Context: an optimization exercise on an open-source flow, tuned for small area and a short achievable clock period. The choices shown serve that exercise and are no tape-out recipe. No activity file was given, so power comes from the tool's default toggle rates.

## delta
==> module pg_ctrl, before the edit <==
module pg_ctrl(
    input  wire clk,
    input  wire reset,
    input  wire active,
    output wire idle_detect,
    output reg  power_gated,
    output wire clk_en
);
    reg [2:0] idle_counter;
    assign idle_detect = idle_counter[2] & idle_counter[1];
    assign clk_en      = ~power_gated;
    wire [2:0] count_next = (idle_counter == 3'd7) ? 3'd7 : idle_counter + 3'd1;
    always @(posedge clk or posedge reset) begin
        if (reset) begin
            idle_counter <= 3'd0;
            power_gated  <= 1'b0;
        end else begin
            idle_counter <= active ? 3'd0 : count_next;
            power_gated  <= ~active & (idle_counter == 3'd7);
        end
    end
endmodule
==> module Power_Management_Controller, before the edit <==
module Power_Management_Controller(
    input  wire clk,
    input  wire reset,
    input  wire alu_idle,
    input  wire mem_idle,
    input  wire io_idle,
    input  wire alu_power_gated,
    input  wire mem_power_gated,
    input  wire io_power_gated,
    output wire system_power_save_mode,
    output wire [1:0] active_modules_count,
    output wire [7:0] power_efficiency_metric
);
    reg  [7:0]  total_neg;
    reg  [12:0] gated25;
    reg  [6:0]  metric;
    reg  [1:0]  gated_units;
    assign active_modules_count = ~gated_units;
    assign system_power_save_mode = gated_units[1] & gated_units[0];
    assign power_efficiency_metric = {1'b0, metric};
    wire        t_step = (total_neg != 8'd1);
    wire [7:0]  total_neg_dec;
    wire        total_neg_co;
    pmc_rca #(8) dec_t (.a(total_neg), .b({8{t_step}}), .ci(1'b0),
                        .s(total_neg_dec), .co(total_neg_co));
    wire [7:0]  total_neg_next = total_neg_dec;
    wire        g_step = system_power_save_mode & (gated25 != 13'd6375);
    wire [12:0] gated25_add;
    wire        gated25_co;
    pmc_rca #(13) add_g (.a(gated25), .b({8'd0, g_step, g_step, 2'b00, g_step}), .ci(1'b0),
                         .s(gated25_add), .co(gated25_co));
    wire [12:0] gated25_next = gated25_add;
    reg  [7:0]  div_r;
    reg  [2:0]  div_q;
    wire [14:0] num_next = {gated25_next, 2'b00};
    wire [8:0]  p6 = num_next[14:6];
    wire        q6, q5, q4;
    wire [7:0]  r6, r5, r4;
    pmc_div_step st6 (.p(p6),                 .tneg(total_neg_next), .q(q6), .r(r6));
    pmc_div_step st5 (.p({r6, num_next[5]}),  .tneg(total_neg_next), .q(q5), .r(r5));
    pmc_div_step st4 (.p({r5, num_next[4]}),  .tneg(total_neg_next), .q(q4), .r(r4));
    wire [14:0] num = {gated25, 2'b00};
    wire        q3, q2, q1, q0;
    wire [7:0]  r3, r2, r1, r0;
    pmc_div_step st3 (.p({div_r, num[3]}), .tneg(total_neg), .q(q3), .r(r3));
    pmc_div_step st2 (.p({r3, num[2]}),    .tneg(total_neg), .q(q2), .r(r2));
    pmc_div_step st1 (.p({r2, num[1]}),    .tneg(total_neg), .q(q1), .r(r1));
    pmc_div_step st0 (.p({r1, num[0]}),    .tneg(total_neg), .q(q0), .r(r0));
    always @(posedge clk or posedge reset) begin
        if (reset) begin
            gated_units            <= 2'b00;
            metric                 <= 7'd0;
            total_neg              <= 8'h00;
            gated25                <= 13'd0;
            div_r                  <= 8'd0;
            div_q                  <= 3'd0;
        end else begin
            total_neg <= total_neg_next;
            gated25   <= gated25_next;
            gated_units <= {1'b0, alu_power_gated} + {1'b0, mem_power_gated} + {1'b0, io_power_gated};
            div_r  <= r4;
            div_q  <= {q6, q5, q4};
            metric <= {div_q, q3, q2, q1, q0};
        end
    end
endmodule
clock: 90.0 ns
lec_check: 0
cap_margin: 20
core_margin: 2
core_utilization: 65
slew_margin: 20
standard.sh (not shown) runs the stock make flow with config.mk's settings and CLKGATE_MAP_FILE= SYNTH_SCRIPT=/design/flow/synth_recipe.tcl, a recipe that flattens the netlist after the stock synthesis.
==> flow/flow/run.sh <==
#!/bin/bash
# The standard layout (the standard.sh, unchanged synthesis and steps),
# with two changes:
#  - the port buffers that global placement inserts on every input and output
#    are sky130_fd_sc_hd__buf_2 instead of the default clkdlybuf4s50_1 delay
#    cell;
#  - clock tree synthesis inserts no dummy load cells, and builds the tree
#    from small clock buffers.
set -euo pipefail
export BUFFER_PORTS_ARGS="-buffer_cell sky130_fd_sc_hd__buf_2"
export CTS_ARGS="-sink_clustering_enable -repair_clock_nets -dont_use_dummy_load -root_buf sky130_fd_sc_hd__clkbuf_8 -buf_list {sky130_fd_sc_hd__clkbuf_2}"
bash standard.sh > standard.log 2>&1
delta went all the way through synthesis, placement and routing and the layout is clean on timing, DRC and antenna.
Relative to delta, the following input files were edited for indigo:
==> flow/design.v, changed modules only <==
module pg_ctrl(
    input  wire clk,
    input  wire reset,
    input  wire active,
    output wire idle_detect,
    output reg  power_gated,
    output wire clk_en
);
    reg [2:0] idle_counter;
    assign idle_detect = idle_counter[2] & idle_counter[1];
    assign clk_en      = ~power_gated;
    wire       count_inc  = ~(idle_counter[2] & idle_counter[1] & idle_counter[0]);
    wire [2:0] count_next = {idle_counter[2] ^ (idle_counter[1] & idle_counter[0] & count_inc),
                             idle_counter[1] ^ (idle_counter[0] & count_inc),
                             idle_counter[0] ^ count_inc};
    always @(posedge clk or posedge reset) begin
        if (reset) begin
            idle_counter <= 3'd0;
            power_gated  <= 1'b0;
        end else begin
            idle_counter <= active ? 3'd0 : count_next;
            power_gated  <= ~active & (idle_counter == 3'd7);
        end
    end
endmodule
module Power_Management_Controller(
    input  wire clk,
    input  wire reset,
    input  wire alu_idle,
    input  wire mem_idle,
    input  wire io_idle,
    input  wire alu_power_gated,
    input  wire mem_power_gated,
    input  wire io_power_gated,
    output wire system_power_save_mode,
    output wire [1:0] active_modules_count,
    output wire [7:0] power_efficiency_metric
);
    reg  [7:0]  total_neg;
    reg  [12:0] gated25;
    reg  [6:0]  metric;
    reg  [1:0]  gated_units;
    assign active_modules_count = ~gated_units;
    assign system_power_save_mode = gated_units[1] & gated_units[0];
    assign power_efficiency_metric = {1'b0, metric};
    wire        t_step = (total_neg != 8'd1);
    wire [7:0]  total_neg_dec;
    wire        total_neg_co;
    pmc_rca #(8) dec_t (.a(total_neg), .b({8{t_step}}), .ci(1'b0),
                        .s(total_neg_dec), .co(total_neg_co));
    wire [7:0]  total_neg_next = total_neg_dec;
    wire        g_step = system_power_save_mode & (gated25 != 13'd6375);
    wire [12:0] gated25_add;
    wire        gated25_co;
    pmc_rca #(13) add_g (.a(gated25), .b({8'd0, g_step, g_step, 2'b00, g_step}), .ci(1'b0),
                         .s(gated25_add), .co(gated25_co));
    wire [12:0] gated25_next = gated25_add;
    wire [14:0] num = {gated25, 2'b00};
    wire [8:0]  p [0:6];
    wire [7:0]  r [0:6];
    wire [6:0]  q;
    assign p[6] = num[14:6];
    genvar k;
    generate
        for (k = 6; k >= 0; k = k - 1) begin : step
            pmc_div_step st (.p(p[k]), .tneg(total_neg), .q(q[k]), .r(r[k]));
            if (k > 0) begin : next
                assign p[k-1] = {r[k], num[k-1]};
            end
        end
    endgenerate
    always @(posedge clk or posedge reset) begin
        if (reset) begin
            gated_units            <= 2'b00;
            metric                 <= 7'd0;
            total_neg              <= 8'h00;
            gated25                <= 13'd0;
        end else begin
            total_neg <= total_neg_next;
            gated25   <= gated25_next;
            gated_units <= {1'b0, alu_power_gated} + {1'b0, mem_power_gated} + {1'b0, io_power_gated};
            metric <= q;
        end
    end
endmodule
indigo went all the way through the flow, and no timing, DRC or antenna check failed. Compared with delta, indigo is more frugal on power. The share of total power in the clock network number comes out lower for indigo vs delta. indigo ended up with a lower pre-CTS setup slack than delta did. Of delta and indigo, the lower relative area change from synthesis to final layout belongs to indigo. Diff delta -> indigo: actual slew at the worst max-slew pin went up 74 ps; routed wire length grew by 450 um; length in cells of the worst reg-to-reg path has increased; fraction of power consumed by combinational cells has increased. Against delta, indigo reports a internal power that is lower. indigo vs. delta: worst hold slack across all endpoints increased by 110 ps relative to the old numbers; largest net degree at the start of global routing lower; cell area after placement lower.
No run of this note included a check of the RTL's function; only the layout flow was run.

-- afterwards: timing with drivers on the ports --
No port has a modelled driver above. Below, the same layouts with a new extraction and two added sets of constraints.
Step 1: set_driving_cell puts a clkbuf_16 on clk and a buf_2 on each other input, an assumption about the parent block.
Step 2, shift: input delay + t, output delay - t, t = (earliest + latest rising clock arrival at the registers) / 2. This alone moves slack from input paths to output paths.
a / b / c = no drivers / after step 1 / after step 2; a / b = the first two.
run	shift t [ns]	setup slack, ns	worst setup path after step 2	latest minus earliest clock arrival (ns)	worst register clock-pin slew, ns
delta	0.534	70.418 / 70.428 / 69.894	input to register	0.080 / 0.079	0.11 / 0.11
indigo	0.535	65.964 / 65.964 / 65.964	register to register	0.073 / 0.073	0.11 / 0.11
After both steps setup and hold are still met in every run listed. For delta, which loses most, drivers alone change the setup slack by +0.010 ns; drivers and shift together by -0.524 ns.
